This design comes from an exercise in tuning for small area and a short achievable clock period on the open sky130 flow, not from production work.
Function was not checked in any run shown here: the RTL went through the layout flow alone.
No activity file was given, so power comes from the tool's default toggle rates.

--- flow/run.sh ---
#!/bin/bash
# Layout flow: the standard flow (standard.sh), with the extra ORFS make
# variables listed in flow/extra.mk (one NAME=VALUE per line) added on the make
# command line, where they override the same settings from config.mk.
cd "$(dirname "$0")/.."
extra=$(grep -v '^#' flow/extra.mk | xargs)
echo "extra make variables: $extra" > run.log
bash standard.sh $extra finish > standard.log 2>&1
echo "standard.sh exit $?" >> run.log
--- flow/extra.mk ---
SETUP_SLACK_MARGIN=12
TNS_END_PERCENT=5
--- standard.sh ---
#!/bin/bash
# synth_recipe.tcl (not shown) runs the flow's synth.tcl, then flattens the netlist and writes it again
# the make line also repeats each setting of config.mk as NAME=value (left out here)
make -C /OpenROAD-flow-scripts/flow DESIGN_CONFIG=/design/flow/config.mk WORK_HOME=/design/flow/orfs CLKGATE_MAP_FILE= SYNTH_SCRIPT=/design/flow/synth_recipe.tcl "${@:-finish}"
--- config.mk ---
export PLATFORM = sky130hd
export DESIGN_NAME = riscv_core
export DESIGN_NICKNAME = riscv_core
export VERILOG_FILES = /design/flow/design.v
export SDC_FILE = /design/flow/constraint.sdc
export NUM_CORES = 4
export LEC_CHECK = 0
export CAP_MARGIN = 20
export CORE_MARGIN = 2
export CORE_UTILIZATION = 40
export PLACE_DENSITY = 0.6
export SETUP_SLACK_MARGIN = 0.8
export SLEW_MARGIN = 20
export SYNTH_HIERARCHICAL = 1
--- constraint.sdc ---
create_clock -name core_clock -period 26.0 [get_ports {clk_i}]
set_input_delay 5.2000 -clock core_clock [delete_from_list [all_inputs] [get_ports {clk_i}]]
set_output_delay 5.2000 -clock core_clock [all_outputs]
set_load 0.01 [all_outputs]
--- design.v ---
module add32 (
    input  [31:0] a,
    input  [31:0] b,
    output [31:0] s
);
    assign s = a + b;
endmodule
module alu_riscv (
    input  [31:0] a,
    input  [31:0] b,
    input  [2:0]  f3,
    input         sub,       
    input         arith,     
    output reg [31:0] y,
    output        eq,
    output        lts,
    output        ltu
);
    wire [31:0] bx = b ^ {32{sub}};
    wire [32:0] sum1 = {a, 1'b1} + {bx, sub};
    wire [31:0] sum = sum1[32:1];
    wire [31:0] x = a ^ b;
    assign eq  = ~|x;
    assign ltu = (a[31] ^ b[31]) ? b[31] : sum[31];
    assign lts = (a[31] ^ b[31]) ? a[31] : sum[31];
    wire left = ~f3[2];
    reg  [31:0] a_rev, shr_rev;
    integer k;
    always @(*) begin
        for (k = 0; k < 32; k = k + 1) a_rev[k] = a[31-k];
    end
    wire [31:0] shin = left ? a_rev : a;
    wire fill = arith & a[31] & ~left;
    wire [32:0] shx = $signed({fill, shin}) >>> b[4:0];
    wire [31:0] shr = shx[31:0];
    always @(*) begin
        for (k = 0; k < 32; k = k + 1) shr_rev[k] = shr[31-k];
    end
    wire [31:0] shres = left ? shr_rev : shr;
    always @(*) begin
        case (f3)
            3'd0: y = sum;
            3'd1: y = shres;
            3'd2: y = {31'd0, lts};
            3'd3: y = {31'd0, ltu};
            3'd4: y = x;
            3'd5: y = shres;
            3'd6: y = a | b;
            default: y = a & b;
        endcase
    end
endmodule
module dec5 (
    input  [4:0]  a,
    output [31:0] y
);
    genvar g;
    generate for (g = 0; g < 32; g = g + 1) begin : g_dec
        assign y[g] = (a == g);
    end endgenerate
endmodule
module rdmux (
    input      [31:0]      sel,
    input      [31*32-1:0] d,
    output reg [31:0]      y
);
    integer k;
    always @(*) begin
        y = 32'd0;
        for (k = 1; k < 32; k = k + 1)
            y = y | ({32{sel[k]}} & d[(k-1)*32 +: 32]);
    end
endmodule
module pc_add (
    input  [31:0] pc,
    input  [31:0] imm,
    output [31:0] pc4,
    output [31:0] pcimm
);
    assign pc4   = {pc[31:2] + 30'd1, pc[1:0]};
    assign pcimm = pc + imm;
endmodule
module riscv_core(
    input clk_i,
    input rst_i,
    input   [31:0] instr_i,
    input   [31:0] RD_i,
    output  WE_o,
    output  [31:0] WD_o,
    output  [31:0] instr_addr_o,
    output  [31:0] data_addr_o,
    output  [2:0] size_o
);
    wire [6:0] opc  = instr_i[6:0];
    wire [2:0] f3   = instr_i[14:12];
    wire [6:0] f7   = instr_i[31:25];
    wire [4:0] rs1a = instr_i[19:15];
    wire [4:0] rs2a = instr_i[24:20];
    wire [4:0] rda  = instr_i[11:7];
    wire f7z  = (f7 == 7'h00);
    wire f7s  = (f7 == 7'h20);
    wire is_op    = (opc == 7'b0110011) & (f7z | (f7s & (f3 == 3'd0 | f3 == 3'd5)));
    wire is_opimm = (opc == 7'b0010011) & ~((f3 == 3'd1) & ~f7z) & ~((f3 == 3'd5) & ~f7z & ~f7s);
    wire is_load  = (opc == 7'b0000011) & (f3 != 3'd3) & (f3 != 3'd6) & (f3 != 3'd7);
    wire is_store = (opc == 7'b0100011) & ~f3[2] & ~(f3[1] & f3[0]);
    wire is_br    = (opc == 7'b1100011) & (f3[2:1] != 2'b01);
    wire is_jal   = (opc == 7'b1101111);
    wire is_jalr  = (opc == 7'b1100111) & (f3 == 3'd0);
    wire is_lui   = (opc == 7'b0110111);
    wire is_auipc = (opc == 7'b0010111);
    assign WE_o   = is_store;
    assign size_o = f3;
    wire [31:0] imm_i = {{20{instr_i[31]}}, instr_i[31:20]};
    reg  [31:0] regs [1:31];
    wire [31:0] dec1, dec2, decw;
    wire [31*32-1:0] regs_flat;
    wire [31:0] rs1, rs2;
    genvar g;
    dec5 u_dec1 (.a(rs1a), .y(dec1));
    dec5 u_dec2 (.a(rs2a), .y(dec2));
    dec5 u_decw (.a(rda),  .y(decw));
    generate for (g = 1; g < 32; g = g + 1) begin : g_flat
        assign regs_flat[(g-1)*32 +: 32] = regs[g];
    end endgenerate
    rdmux u_rd1 (.sel(dec1), .d(regs_flat), .y(rs1));
    rdmux u_rd2 (.sel(dec2), .d(regs_flat), .y(rs2));
    wire sel_s = ~instr_i[6] & instr_i[5];
    wire [31:0] imm_ls = {imm_i[31:5], sel_s ? instr_i[11:7] : instr_i[24:20]};
    wire [31:0] addr;
    add32 u_addr (.a(rs1), .b(imm_ls), .s(addr));
    assign data_addr_o = addr;
    assign WD_o = rs2;
    wire [31:0] opb = instr_i[5] ? rs2 : imm_i;
    wire sub = ~(f3 == 3'd0) | (instr_i[5] & (instr_i[30] | instr_i[6]));
    wire [31:0] alu;
    wire eq, lts, ltu;
    alu_riscv u_alu (.a(rs1), .b(opb), .f3(f3), .sub(sub), .arith(instr_i[30]),
                     .y(alu), .eq(eq), .lts(lts), .ltu(ltu));
    reg  [31:0] pc;
    assign instr_addr_o = pc;
    wire [31:0] imm_b = {{20{instr_i[31]}}, instr_i[7], instr_i[30:25], instr_i[11:8], 1'b0};
    wire [31:0] imm_j = {{12{instr_i[31]}}, instr_i[19:12], instr_i[20], instr_i[30:21], 1'b0};
    wire [31:0] imm_u = {instr_i[31:12], 12'd0};
    wire [31:0] imm_pc = ~instr_i[2] ? imm_b : (instr_i[3] ? imm_j : imm_u);
    wire [31:0] pc4, pcimm;
    pc_add u_pc (.pc(pc), .imm(imm_pc), .pc4(pc4), .pcimm(pcimm));
    reg taken;
    always @(*) begin
        case (f3)
            3'd0: taken = eq;
            3'd1: taken = ~eq;
            3'd4: taken = lts;
            3'd5: taken = ~lts;
            3'd6: taken = ltu;
            default: taken = ~ltu;
        endcase
    end
    wire [31:0] pc_next = is_jalr ? {addr[31:1], 1'b0} :
                          ((is_br & taken) | is_jal) ? pcimm : pc4;
    always @(posedge clk_i) begin
        if (rst_i) pc <= 32'd0;
        else       pc <= pc_next;
    end
    wire [31:0] wd = is_load ? RD_i :
                     is_lui ? imm_u :
                     is_auipc ? pcimm :
                     (is_jal | is_jalr) ? pc4 : alu;
    wire we = is_op | is_opimm | is_load | is_jal | is_jalr | is_lui | is_auipc;
    generate for (g = 1; g < 32; g = g + 1) begin : g_rf
        always @(posedge clk_i) begin
            if (we & decw[g]) regs[g] <= wd;
        end
    end endgenerate
endmodule
==> impl_metrics.json, run 1 <==
{
  "yosys_warnings": 10,
  "wl_per_cell_um": 37.6,
  "n_fill_cell": 12489,
  "gr-max-usage-layer": "met2",
  "dieWidth_um": 379,
  "rsz0062_at_grt": "true",
  "path_class": "input port to primary output",
  "slew_violations": 0,
  "die_h_um": 379,
  "clk_latency_ns": 0.73,
  "worstSetupEndpointType": "primary output",
  "crit_buf_inv": 4,
  "synth_area_um2": 56200,
  "grt_max_degree": 64,
  "place_worst_setup_slack_ns": 9.27,
  "min-delay-start": "pc[0]",
  "synth_area_per_cell_um2": 12.0,
  "cp_max_fo": 17,
  "use_met3": 0.109,
  "power.leakage_nw": 22.5,
  "finalNonFillerCells": 6893,
  "powerDensity_nw_per_um2": 69.0,
  "fmax_ghz": 0.0683,
  "start_util": 0.403,
  "path_delay_family": "simple AND/OR/NAND/NOR gates",
  "crit_start": "instr_i[22]",
  "gp_congestion": 0.993,
  "io_buffers": 165,
  "grtUsageMet1": 0.447,
  "drive_gt1_frac": 0.192,
  "synth_fp_nets": 4923,
  "grt_pass1_vias": 45113,
  "worst_slack_ns": 11.36,
  "whs_ns": 0.532,
  "dp_hpwl_mm": 165,
  "cts_made_buffers": 107,
  "floorplan.die_area_um2": 144000,
  "ios": 166,
  "htreeDepth": 3,
  "ant_nets": 0,
  "timing_hold_violations_final": 0,
  "cts.sinks": 1024,
  "vias_per_cell": 7.10,
  "rows": 137,
  "num_vias": 48960,
  "finalSetupTns_ns": 0,
  "finalNetCount": 5141,
  "worst_pin_slew_ns": 1.19,
  "cp_cell_sequence": "clkdlybuf4s50_1, buf_4, nand2_1, nor2_4, buf_4, a22oi_1, nand4_1, or4_1, clkdlybuf4s50_1",
  "drc": 0,
  "gr-usage-all-layers": 0.348,
  "arrival_ns": 9.44,
  "drt-total-wl_mm": 259,
  "grt_pass1_wl_mm": 352,
  "fin_crit_ns": 14.64,
  "setup_viol": 0,
  "cp-start-kind": "input port",
  "cts_tree": "done",
  "critPathSlowestCell": "nor2_4",
  "clkTransAtPathRegs_ns": 0.06,
  "crit_required_ns": 20.80,
  "fin_skew_ns": 0.0413,
  "p_total_w": 0.00459,
  "fp.coreArea_um2": 140000,
  "grt_overflow_total": 0,
  "hp-class": "register to register",
  "r2r_start": "regs[2][4]",
  "relSlewSlack": 0.210,
  "finalCritPeriodShare": 0.563,
  "peakVddDrop_mv": 0.0564,
  "first_iter_violations": 8700,
  "cts-root-buf": "clkbuf_16",
  "run_status": "no timing/DRC/antenna violations",
  "drv_cap": 0,
  "cts_buffer_depth": 3,
  "use_met2": 0.511,
  "antenna_found_initial": 24,
  "cts_hold_buf": 0,
  "dr.pass1.iters": 7,
  "cpPeakStageDelay_ns": 0.79,
  "syn_inst": 4693,
  "area_growth_pct": 18.4,
  "post-place-cells": 6547
}
[layout by cell type, fill, tap and decap left out, types with 73 or more instances in the layout]
cell             instances
clkdlybuf4s50_1        135
xor2_1                  73
nand4_1                188
clkbuf_16              113
inv_1                   89
ha_1                   135
buf_4                  248
edfxtp_1               992
a21oi_1                133
nand3_1                211
a22oi_1                766
o21ai_0                104
nand2_1                250
nor2_1                 149
[tightest hold or removal path, cell delays in order, from the launching register on]
cell,delay [ns]
dfxtp_1,0.34
o21ai_0,0.08
a21boi_1,0.06
[path summary, 6_finish.rpt]
check	to	slack, ns	depth (start not counted)
setup / recovery	WD_o[29]	11.36	9
hold / removal	pc[0]	0.53	2
setup reg to reg	regs[24][30]	19.05	19
hold reg to reg	pc[0]	0.53	2
[layout make-up]
class / instances / area, µm² / area share
timing repair buffer: 467 / 4430 / 0.0665
clock inverter: 84 / 777 / 0.0117
tap: 1876 / 2350 / 0.0353
clock buffer: 118 / 2720 / 0.0408
multi-input combinational: 3216 / 25500 / 0.383
inverter: 95 / 357 / 0.00536
antenna: 13 / 32.5 / 0.000489
sequential: 1024 / 30400 / 0.457
[what timing repair did]
action / CTS / global route
setup buffers: 84 / 38
resized for setup: 279 / 53
cloned: 3 / 6
pin swaps: 74 / 51
setup endpoints to repair: 64 / 62
[report_power, final]
group / switching, W / internal (W)
logic: 0.000755 / 0.000393
registers: 0.00000234 / 0.00190
clock network: 0.000687 / 0.000858
[flip-flops by register name, summed over array words and instances, names as in the netlist]
name / count
regs: 992
pc: 32
[routing by layer]
metal  up-vias  part of all wire  routed length, µm
li1      19634                 -                  -
met1     24110              0.36              93700
met2      4227              0.43             110000
met3       973              0.14              36300
met4        16             0.073              18900
met5         -           0.00047                121
[metrics by stage]
step | util | instance area [µm²]
6_report | 0.477 | 66600
3_3_place_gp | 0.435 | 60600
5_1_grt | 0.477 | 66500
3_5_place_dp | 0.435 | 60600
2_1_floorplan | - | 56300
4_1_cts | 0.472 | 65900
==> run 2: changes to the inputs <==
==> flow/extra.mk (replaced) <==
SETUP_SLACK_MARGIN=12
TNS_END_PERCENT=5
CTS_CLUSTER_SIZE=30
CTS_CLUSTER_DIAMETER=100
==> run 2 against run 1 <==
Routed wire length fell by 1.9%. Final area fell by 3.6%. Register-to-register slack got worse by 0.05 ns. Worst setup slack improved by 0.098 ns. Clock skew rose by 0.0066 ns. Sequential share of layout area rose by 1.7 points. Fmax rose by 0.67%. Area after synthesis did not move. Largest cell class unchanged. Global-route usage fell by 0.56 points. Clock power fell by 44%. Largest power group unchanged. Highest routed layer unchanged.
==> impl_metrics.json, run 2 <==
{
  "worst_pin_slew_ns": 1.22,
  "fp.coreArea_um2": 140000,
  "cts-root-buf": "clkbuf_16",
  "powerDensity_nw_per_um2": 61.0,
  "grt_pass1_vias": 44319,
  "vias_per_cell": 7.15,
  "grt_overflow_total": 0,
  "gp_congestion": 0.993,
  "placed_cell_area_um2": 60600,
  "rows": 137,
  "io_buffers": 165,
  "synth_area_per_cell_um2": 12.0,
  "fin_area_um2": 64200,
  "finalCritPeriodShare": 0.559,
  "peakVddDrop_mv": 0.0527,
  "arrival_ns": 9.34,
  "grt_pass1_wl_mm": 346,
  "gr-usage-all-layers": 0.343,
  "setup_viol": 0,
  "final_cell_mix": "edfxtp_1, a22oi_1, nand2_1, buf_4, nand3_1",
  "cts_made_buffers": 43,
  "floorplan.die_area_um2": 144000,
  "rsz0062_at_grt": "true",
  "run_status": "no timing/DRC/antenna violations",
  "crit_required_ns": 20.80,
  "ios": 166,
  "n_fill_cell": 12683,
  "ant_nets": 0,
  "grt_max_degree": 64,
  "final_common_cell": "edfxtp_1",
  "area_growth_pct": 14.1,
  "fin_skew_ns": 0.0478,
  "power.leakage_nw": 21.3,
  "critPathSlowestCell": "clkdlybuf4s50_1",
  "path_class": "input port to primary output",
  "yosys_warnings": 10,
  "regArea_um2": 30400,
  "cts.sinks": 1024,
  "clk_latency_ns": 0.71,
  "clkTransAtPathRegs_ns": 0.10,
  "dr.pass1.iters": 10,
  "top_register": "regs",
  "relSlewSlack": 0.178,
  "drt-total-wl_mm": 254,
  "drv_cap": 0,
  "largest_reg_flops": 992,
  "num_vias": 48118,
  "hp-class": "register to register",
  "cp-start-kind": "input port",
  "worstSetupEndpointType": "primary output",
  "cp_max_fo": 22,
  "cts_buffer_depth": 3,
  "multiInputGateArea_um2": 25500,
  "fmax_ghz": 0.0688,
  "drive_gt1_frac": 0.173,
  "slew_violations": 0,
  "finalNetCount": 5062,
  "fin_crit_ns": 14.54,
  "first_iter_violations": 8848,
  "synth_area_um2": 56200,
  "largestRegisters": "regs (992), pc (32)",
  "cts_tree": "done",
  "die_h_um": 379,
  "start_util": 0.403,
  "synth_fp_nets": 4923,
  "finalSetupTns_ns": 0,
  "drc": 0,
  "timing_hold_violations_final": 0,
  "htreeDepth": 2,
  "syn_inst": 4693,
  "dieWidth_um": 379,
  "cp_cell_sequence": "clkdlybuf4s50_1, buf_4, nand2_1, nor2_4, buf_4, a22oi_1, nand3_1, or4_1, clkdlybuf4s50_1",
  "cpPeakStageDelay_ns": 0.68,
  "wl_per_cell_um": 37.8,
  "dp_hpwl_mm": 165,
  "antenna_found_initial": 27
}
[run 2: critical path: cells and delay by family]
kind	cells	cell delay (ns)
AO/OA/AOI/OAI	1	0.14
AND/OR/NAND/NOR	4	1.98
buffers and inverters	4	1.89
[run 2: final timing paths]
path                from         end  slack (ns)  cells past startpoint
min                pc[0]       pc[0]        0.54                      2
min reg2reg        pc[0]       pc[0]        0.54                      2
max          instr_i[24]    WD_o[22]       11.46                      9
max reg2reg   regs[2][4]  regs[1][0]       19.00                     20
[run 2: through the flow]
stage	std cells	setup WS (ns)	power, W	hold WS (ns)	utilization
after floorplan	4693	12.00	0.00250	0.610	-
after CTS	6699	11.66	0.00386	0.533	0.457
after global routing	6724	11.53	0.00401	0.593	0.460
after global placement	6547	9.27	0.00296	0.507	0.435
final	6733	11.46	0.00392	0.538	0.460
after detailed placement	6547	9.27	0.00296	0.519	0.435
[run 2: timing repair]
action / in CTS / in global routing
pin swaps: 87 / 63
hold buffers: 0 / 0
setup endpoints to repair: 64 / 62
endpoints found under the hold margin: 0 / 0
resized for setup: 281 / 60
gates cloned: 2 / 3
setup buffers: 89 / 22
[run 2: report_power, final]
| part | internal (W) | switching [W] | leakage (nW) |
|---|---|---|---|
| Sequential | 0.00190 | 0.00000235 | 9.26 |
| Clock | 0.000333 | 0.000538 | 0.636 |
| Combinational | 0.000393 | 0.000754 | 11.4 |
| Total | 0.00262 | 0.00129 | 21.3 |
[run 2: cell type report]
type	instances	area share
Clock inverter	12	0.00289
Timing Repair Buffer	452	0.0657
Multi-Input combinational cell	3216	0.397
Inverter	95	0.00556
Sequential cell	1024	0.474
Antenna cell	9	0.000351
Tap cell	1876	0.0366
Clock buffer	49	0.0174
[run 2: layer usage]
metal | part of all wire | vias up | global-route usage | wire (µm)
met4 | 0.070 | 30 | 0.202 | 17700
met1 | 0.36 | 23793 | 0.440 | 92000
li1 | - | 19363 | - | -
met5 | 0.00085 | - | 0.00172 | 217
met2 | 0.43 | 4053 | 0.507 | 109000
met3 | 0.14 | 879 | 0.106 | 35700

afterwards: timing with drivers on the ports:
The results above use ideal ports. As a check the final layouts listed here were re-extracted and re-timed, cells and wires unchanged.
Step 1 sets driving cells, clkbuf_16 on the clock port and buf_2 on the other inputs (assumed; they add their load-dependent delay and slew).
Step 2 also shifts input and output timing later by t, the mid clock arrival at the registers, as if the neighbouring blocks saw the same clock.
Slacks: ideal ports / drivers / drivers and shift; pairs: ideal ports / drivers.
run | t, ns | setup slack, ns | hold slack, ns
run 1 | 0.780 | 11.364 / 11.308 / 11.308 | 0.532 / 0.532 / 0.532
run 2 | 0.763 | 11.462 / 11.388 / 11.388 | 0.538 / 0.538 / 0.538
After both steps every run listed still meets setup and hold. For run 2, which loses most, drivers alone change the setup slack by -0.074 ns; drivers and shift together by -0.074 ns.
